Context: an optimization exercise on an open-source flow, tuned for small area, a short achievable clock period and few clock cycles per item. The choices shown serve that exercise and are no tape-out recipe. RTL that was checked went through simulation tests only; none was proved equivalent to the original. Power and IR drop assume default switching activity.

==> flow/design.v <==
`timescale 1ns / 1ps
module SequentialNonrestoringDivider128Bit(
    input  [127:0] dividend_q,
    input  [127:0] divisor_m,
    input          clk,
    input          reset_n,
    output [127:0] quotient,
    output [127:0] remainder,
    output         done
    );
    reg [127:0] r;       
    reg [127:0] q;       
    reg [7:0]   cnt;     
    reg         skip;    
    wire [15:0] nz;
    wire [15:0] hi;
    genvar k;
    generate
        for (k = 0; k < 16; k = k + 1) begin : g_nz
            assign nz[k] = |divisor_m[8*k+7:8*k];
        end
        for (k = 0; k < 16; k = k + 1) begin : g_hi
            if (k == 15) begin : g_top
                assign hi[k] = 1'b0;
            end else begin : g_or
                assign hi[k] = |nz[15:k+1];
            end
        end
    endgenerate
    wire [127:0] a  = {r[126:0], q[127]};
    wire [127:0] g0 = a & ~divisor_m;
    wire [127:0] p0 = a | ~divisor_m;
    wire [127:0] x0 = a ^ ~divisor_m;
    wire [127:0] gl [0:7];
    wire [127:0] pl [0:7];
    assign gl[0] = {g0[127:1], g0[0] | p0[0]};   
    assign pl[0] = p0;
    genvar l, i;
    generate
        for (l = 0; l < 7; l = l + 1) begin : g_lvl
            for (i = 0; i < 128; i = i + 1) begin : g_bit
                if ((i >> l) & 1) begin : g_node
                    assign gl[l+1][i] = gl[l][i] | (pl[l][i] & gl[l][((i >> l) << l) - 1]);
                    assign pl[l+1][i] = pl[l][i] & pl[l][((i >> l) << l) - 1];
                end else begin : g_pass
                    assign gl[l+1][i] = gl[l][i];
                    assign pl[l+1][i] = pl[l][i];
                end
            end
        end
    endgenerate
    wire [127:0] diff = x0 ^ {gl[7][126:0], 1'b1};
    wire         qbit = r[127] | gl[7][127];
    always @(posedge clk or negedge reset_n) begin
        if (!reset_n)
            cnt <= 8'd0;
        else if (!cnt[7])
            cnt <= skip ? cnt + 8'd8 : cnt + 8'd1;
    end
    wire         step  = reset_n & ~cnt[7] & ~skip;
    wire         shift = reset_n & ~cnt[7] & skip;
    wire         hold  = reset_n & cnt[7];
    wire         take  = step & qbit;
    wire [127:0] r_alt = ({128{step}}  & {r[126:0], q[127]}) |
                         ({128{shift}} & {r[119:0], q[127:120]}) |
                         ({128{hold}}  & r);
    wire [127:0] r_nxt = take ? diff : r_alt;
    always @(posedge clk)
        r <= r_nxt;
    always @(posedge clk) begin
        if (!reset_n) begin
            q    <= dividend_q;
            skip <= |divisor_m[127:8];
        end else if (!cnt[7]) begin
            if (skip) begin
                q    <= {q[119:0], 8'd0};
                skip <= hi[cnt[6:3] + 4'd1];
            end else begin
                q    <= {q[126:0], qbit};
                skip <= 1'b0;
            end
        end
    end
    assign done      = cnt[7];
    assign quotient  = q;
    assign remainder = r;
endmodule
export LEC_CHECK = 0
export CAP_MARGIN = 20
export CORE_MARGIN = 2
export CORE_UTILIZATION = 60
export CTS_BUF_LIST = sky130_fd_sc_hd__clkbuf_8
export SETUP_SLACK_MARGIN = 2.0
export SLEW_MARGIN = 20
create_clock -name core_clock -period 5.5 [get_ports {clk}]
standard.sh (not shown) runs the stock make flow with config.mk's settings and CLKGATE_MAP_FILE= SYNTH_SCRIPT=/design/flow/synth_recipe.tcl, a recipe that flattens the netlist after the stock synthesis.
==> flow/flow/run.sh <==
#!/bin/bash
# The standard layout, except that the input and output ports are buffered with
# buf_1 cells (resizable later) instead of the delay buffer buffer_ports picks.
set -euo pipefail
export BUFFER_PORTS_ARGS="-buffer_cell sky130_fd_sc_hd__buf_1"
bash standard.sh > standard_flow.log 2>&1
Next try:
--- a/flow/design.v
+++ b/flow/design.v
@@ -57,14 +57,12 @@
         else if (!cnt[7])
             cnt <= skip ? cnt + 8'd8 : cnt + 8'd1;
     end
     wire         step  = reset_n & ~cnt[7] & ~skip;
-    wire         shift = reset_n & ~cnt[7] & skip;
-    wire         hold  = reset_n & cnt[7];
     wire         take  = step & qbit;
-    wire [127:0] r_alt = ({128{step}}  & {r[126:0], q[127]}) |
-                         ({128{shift}} & {r[119:0], q[127:120]}) |
-                         ({128{hold}}  & r);
+    wire [127:0] r_alt = step      ? {r[126:0], q[127]} :
+                         ~reset_n  ? 128'd0 :
+                         cnt[7]    ? r : {r[119:0], q[127:120]};
     wire [127:0] r_nxt = take ? diff : r_alt;
     always @(posedge clk)
         r <= r_nxt;
     always @(posedge clk) begin
The changed run ran to the end with no violations.
Worst hold slack improved by 0.021 ns.
Die area falls by about 3%.
Via count came out lower by 5.8%.
Sequential share of layout area goes up by 5.6 points.
Global-route usage came out higher by 1.2 points.
Total power grows by about 54%.
Non-clock buffer count fell by 10.
Routed wire length barely changes.
Utilization hardly moves.
Final cell count decreases by 7.2%.
First-iteration DRC count rose by about 14%.
Maximum frequency falls by 1.1%.
Testbench counts after the change, summed over its fixed seeds: cycles 29,684, items 384.
For the first run of this note, only the layout was checked, not whether the RTL still works.

---

Another version of the RTL of SequentialNonrestoringDivider128Bit (not shown whole).
For scale: about 2900 cells after synthesis, roughly 270 flip-flops, ~22000 µm² of cells after synthesis.
Design SequentialNonrestoringDivider128Bit, start of the top module:
module SequentialNonrestoringDivider128Bit(
    input  [127:0] dividend_q,
    input  [127:0] divisor_m,
    input          clk,
    input          reset_n,
    output [127:0] quotient,
    output [127:0] remainder,
    output         done
    );
    reg [127:0] r;       
    reg [127:0] q;       
    reg [7:0]   cnt;     
    reg         skip;    
    wire [15:0] nz;
    wire [15:0] hi;
    genvar k;
    generate
        for (k = 0; k < 16; k = k + 1) begin : g_nz
            assign nz[k] = |divisor_m[8*k+7:8*k];
        end
        for (k = 0; k < 16; k = k + 1) begin : g_hi
            if (k == 15) begin : g_top
                assign hi[k] = 1'b0;
            end else begin : g_or
                assign hi[k] = |nz[15:k+1];
            end
        end
    endgenerate
    wire [127:0] a  = {r[126:0], q[127]};
    wire [127:0] g0 = a & ~divisor_m;
    wire [127:0] p0 = a | ~divisor_m;
    wire [127:0] x0 = a ^ ~divisor_m;
    wire [127:0] gl [0:7];
    wire [127:0] pl [0:7];
    assign gl[0] = {g0[127:1], a[0] | ~divisor_m[0]};      
    assign pl[0] = p0;
  ...
==> module SequentialNonrestoringDivider128Bit, before the edit <==
module SequentialNonrestoringDivider128Bit(
    input  [127:0] dividend_q,
    input  [127:0] divisor_m,
    input          clk,
    input          reset_n,
    output [127:0] quotient,
    output [127:0] remainder,
    output         done
    );
    reg [127:0] r;       
    reg [127:0] q;       
    reg [7:0]   cnt;     
    reg         skip;    
    wire [15:0] nz;
    wire [15:0] hi;
    genvar k;
    generate
        for (k = 0; k < 16; k = k + 1) begin : g_nz
            assign nz[k] = |divisor_m[8*k+7:8*k];
        end
        for (k = 0; k < 16; k = k + 1) begin : g_hi
            if (k == 15) begin : g_top
                assign hi[k] = 1'b0;
            end else begin : g_or
                assign hi[k] = |nz[15:k+1];
            end
        end
    endgenerate
    wire [127:0] a  = {r[126:0], q[127]};
    wire [127:0] g0 = a & ~divisor_m;
    wire [127:0] p0 = a | ~divisor_m;
    wire [127:0] x0 = a ^ ~divisor_m;
    wire [127:0] gl [0:7];
    wire [127:0] pl [0:7];
    assign gl[0] = {g0[127:1], a[0] | ~divisor_m[0]};      
    assign pl[0] = p0;
    genvar l, i;
    generate
        for (l = 0; l < 7; l = l + 1) begin : g_lvl
            for (i = 0; i < 128; i = i + 1) begin : g_bit
                if ((i >> l) & 1) begin : g_node
                    assign gl[l+1][i] = gl[l][i] | (pl[l][i] & gl[l][((i >> l) << l) - 1]);
                    assign pl[l+1][i] = pl[l][i] & pl[l][((i >> l) << l) - 1];
                end else begin : g_pass
                    assign gl[l+1][i] = gl[l][i];
                    assign pl[l+1][i] = pl[l][i];
                end
            end
        end
    endgenerate
    wire [127:0] diff = {x0[127:1] ^ gl[7][126:0], a[0] ^ divisor_m[0]};
    wire         qbit = r[127] | gl[7][127];
    always @(posedge clk or negedge reset_n) begin
        if (!reset_n)
            cnt <= 8'd0;
        else if (!cnt[7])
            cnt <= skip ? cnt + 8'd8 : cnt + 8'd1;
    end
    wire         step  = reset_n & ~cnt[7] & ~skip;
    wire         shift = reset_n & ~cnt[7] & skip;
    wire         hold  = reset_n & cnt[7];
    wire         take  = step & qbit;
    wire [127:0] r_alt = ({128{step}}  & {r[126:0], q[127]}) |
                         ({128{shift}} & {r[119:0], q[127:120]}) |
                         ({128{hold}}  & r);
    wire [127:0] r_nxt = take ? diff : r_alt;
    always @(posedge clk)
        r <= r_nxt;
    wire [127:0] q_nxt = ({128{~reset_n}} & dividend_q) |
                         ({128{step}}     & {q[126:0], qbit}) |
                         ({128{shift}}    & {q[119:0], 8'd0}) |
                         ({128{hold}}     & q);
    always @(posedge clk)
        q <= q_nxt;
    always @(posedge clk) begin
        if (!reset_n)
            skip <= |divisor_m[127:8];
        else if (!cnt[7])
            skip <= skip & hi[cnt[6:3] + 4'd1];
    end
    assign done      = cnt[7];
    assign quotient  = q;
    assign remainder = r;
endmodule
export LEC_CHECK = 0
export CAP_MARGIN = 20
export CORE_MARGIN = 2
export CORE_UTILIZATION = 60
export CTS_BUF_LIST = sky130_fd_sc_hd__clkbuf_8
export SETUP_SLACK_MARGIN = 2.0
export SLEW_MARGIN = 20
create_clock -name core_clock -period 5.5 [get_ports {clk}]
Scripts as last shown in full above: flow/flow/run.sh
Edit:
==> flow/design.v (replaced) <==
`timescale 1ns / 1ps
module SequentialNonrestoringDivider128Bit(
    input  [127:0] dividend_q,
    input  [127:0] divisor_m,
    input          clk,
    input          reset_n,
    output [127:0] quotient,
    output [127:0] remainder,
    output         done
    );
    reg [127:0] r;       
    reg [127:0] q;       
    reg [7:0]   cnt;     
    reg         s16;     
    reg         s4;      
    wire [39:0] h4;
    genvar k;
    generate
        for (k = 0; k < 40; k = k + 1) begin : g_h4
            if (k >= 32) begin : g_top
                assign h4[k] = 1'b0;
            end else begin : g_or
                assign h4[k] = |divisor_m[127:4*k];
            end
        end
    endgenerate
    wire [4:0] t_nxt = cnt[6:2] + (s16 ? 5'd4 : 5'd1);
    wire [127:0] a  = {r[126:0], q[127]};
    wire [127:0] g0 = a & ~divisor_m;
    wire [127:0] p0 = a | ~divisor_m;
    wire [127:0] x0 = a ^ ~divisor_m;
    wire [127:0] gl [0:7];
    wire [127:0] pl [0:7];
    assign gl[0] = {g0[127:1], g0[0] | p0[0]};   
    assign pl[0] = p0;
    genvar l, i;
    generate
        for (l = 0; l < 7; l = l + 1) begin : g_lvl
            for (i = 0; i < 128; i = i + 1) begin : g_bit
                if ((i >> l) & 1) begin : g_node
                    assign gl[l+1][i] = gl[l][i] | (pl[l][i] & gl[l][((i >> l) << l) - 1]);
                    assign pl[l+1][i] = pl[l][i] & pl[l][((i >> l) << l) - 1];
                end else begin : g_pass
                    assign gl[l+1][i] = gl[l][i];
                    assign pl[l+1][i] = pl[l][i];
                end
            end
        end
    endgenerate
    wire [127:0] diff = x0 ^ {gl[7][126:0], 1'b1};
    wire         qbit = r[127] | gl[7][127];
    always @(posedge clk or negedge reset_n) begin
        if (!reset_n)
            cnt <= 8'd0;
        else if (!cnt[7])
            cnt <= s16 ? cnt + 8'd16 : s4 ? cnt + 8'd4 : cnt + 8'd1;
    end
    wire         step  = reset_n & ~cnt[7] & ~s16 & ~s4;
    wire         take  = step & qbit;
    wire [127:0] r_alt = step      ? {r[126:0], q[127]} :
                         ~reset_n  ? 128'd0 :
                         cnt[7]    ? r :
                         s16       ? {r[111:0], q[127:112]} : {r[123:0], q[127:124]};
    wire [127:0] r_nxt = take ? diff : r_alt;
    always @(posedge clk)
        r <= r_nxt;
    always @(posedge clk) begin
        if (!reset_n) begin
            q   <= dividend_q;
            s16 <= |divisor_m[127:16];
            s4  <= |divisor_m[127:4];
        end else if (!cnt[7]) begin
            if (s16 | s4) begin
                q   <= s16 ? {q[111:0], 16'd0} : {q[123:0], 4'd0};
                s16 <= h4[t_nxt + 6'd4];
                s4  <= h4[t_nxt + 6'd1];
            end else begin
                q   <= {q[126:0], qbit};
                s16 <= 1'b0;
                s4  <= 1'b0;
            end
        end
    end
    assign done      = cnt[7];
    assign quotient  = q;
    assign remainder = r;
endmodule
After rerunning: The new run finished clean. Global-route usage is higher by 6.3 points. Via count is higher by 19%. Die area rises by 13%. Wire length rose by 33%. Cell count came out higher by 5.2%. Clock skew came out higher by 0.017 ns. Synthesized area rose by 14%. Combinational power came out higher by 120%. Power rose by 53%. Flip-flop and latch count came out higher by 1.
Function was not checked in any run of this note: the RTL went through the layout flow alone.

[re-timing with driven ports]
In the flow no input, the clock included, has a driving cell. The finished layouts below were timed again as built, in two steps. Step 1 (the two cells are an assumption about what drives the block):
set clk [get_ports {clk}]
set_driving_cell -lib_cell sky130_fd_sc_hd__clkbuf_16 $clk
set_driving_cell -lib_cell sky130_fd_sc_hd__buf_2 [delete_from_list [all_inputs] $clk]
Step 2 also shifts input and output timing later by t, the mid clock arrival at the registers, as if the neighbouring blocks saw the same clock. a / b / c = no drivers / after step 1 / after step 2; a / b = the first two.
run | shift t [ns] | setup WS [ns] | slew at the worst register clock pin (ns) | cell pins on the clock port's net
the first run of note 1 | 0.667 | 1.292 / 1.317 / 0.651 | 0.07 / 0.07 | 1
the second run of note 1 | 0.702 | 1.246 / 1.271 / 0.569 | 0.07 / 0.07 | 1
the first run of note 2 | 0.659 | 1.423 / 1.451 / 0.792 | 0.06 / 0.06 | 1
the second run of note 2 | 0.740 | 1.459 / 1.459 / 0.832 | 0.07 / 0.07 | 1
After both steps setup and hold are still met in every run listed. For the second run of note 1, which loses most, drivers alone change the setup slack by +0.025 ns; drivers and shift together by -0.677 ns.
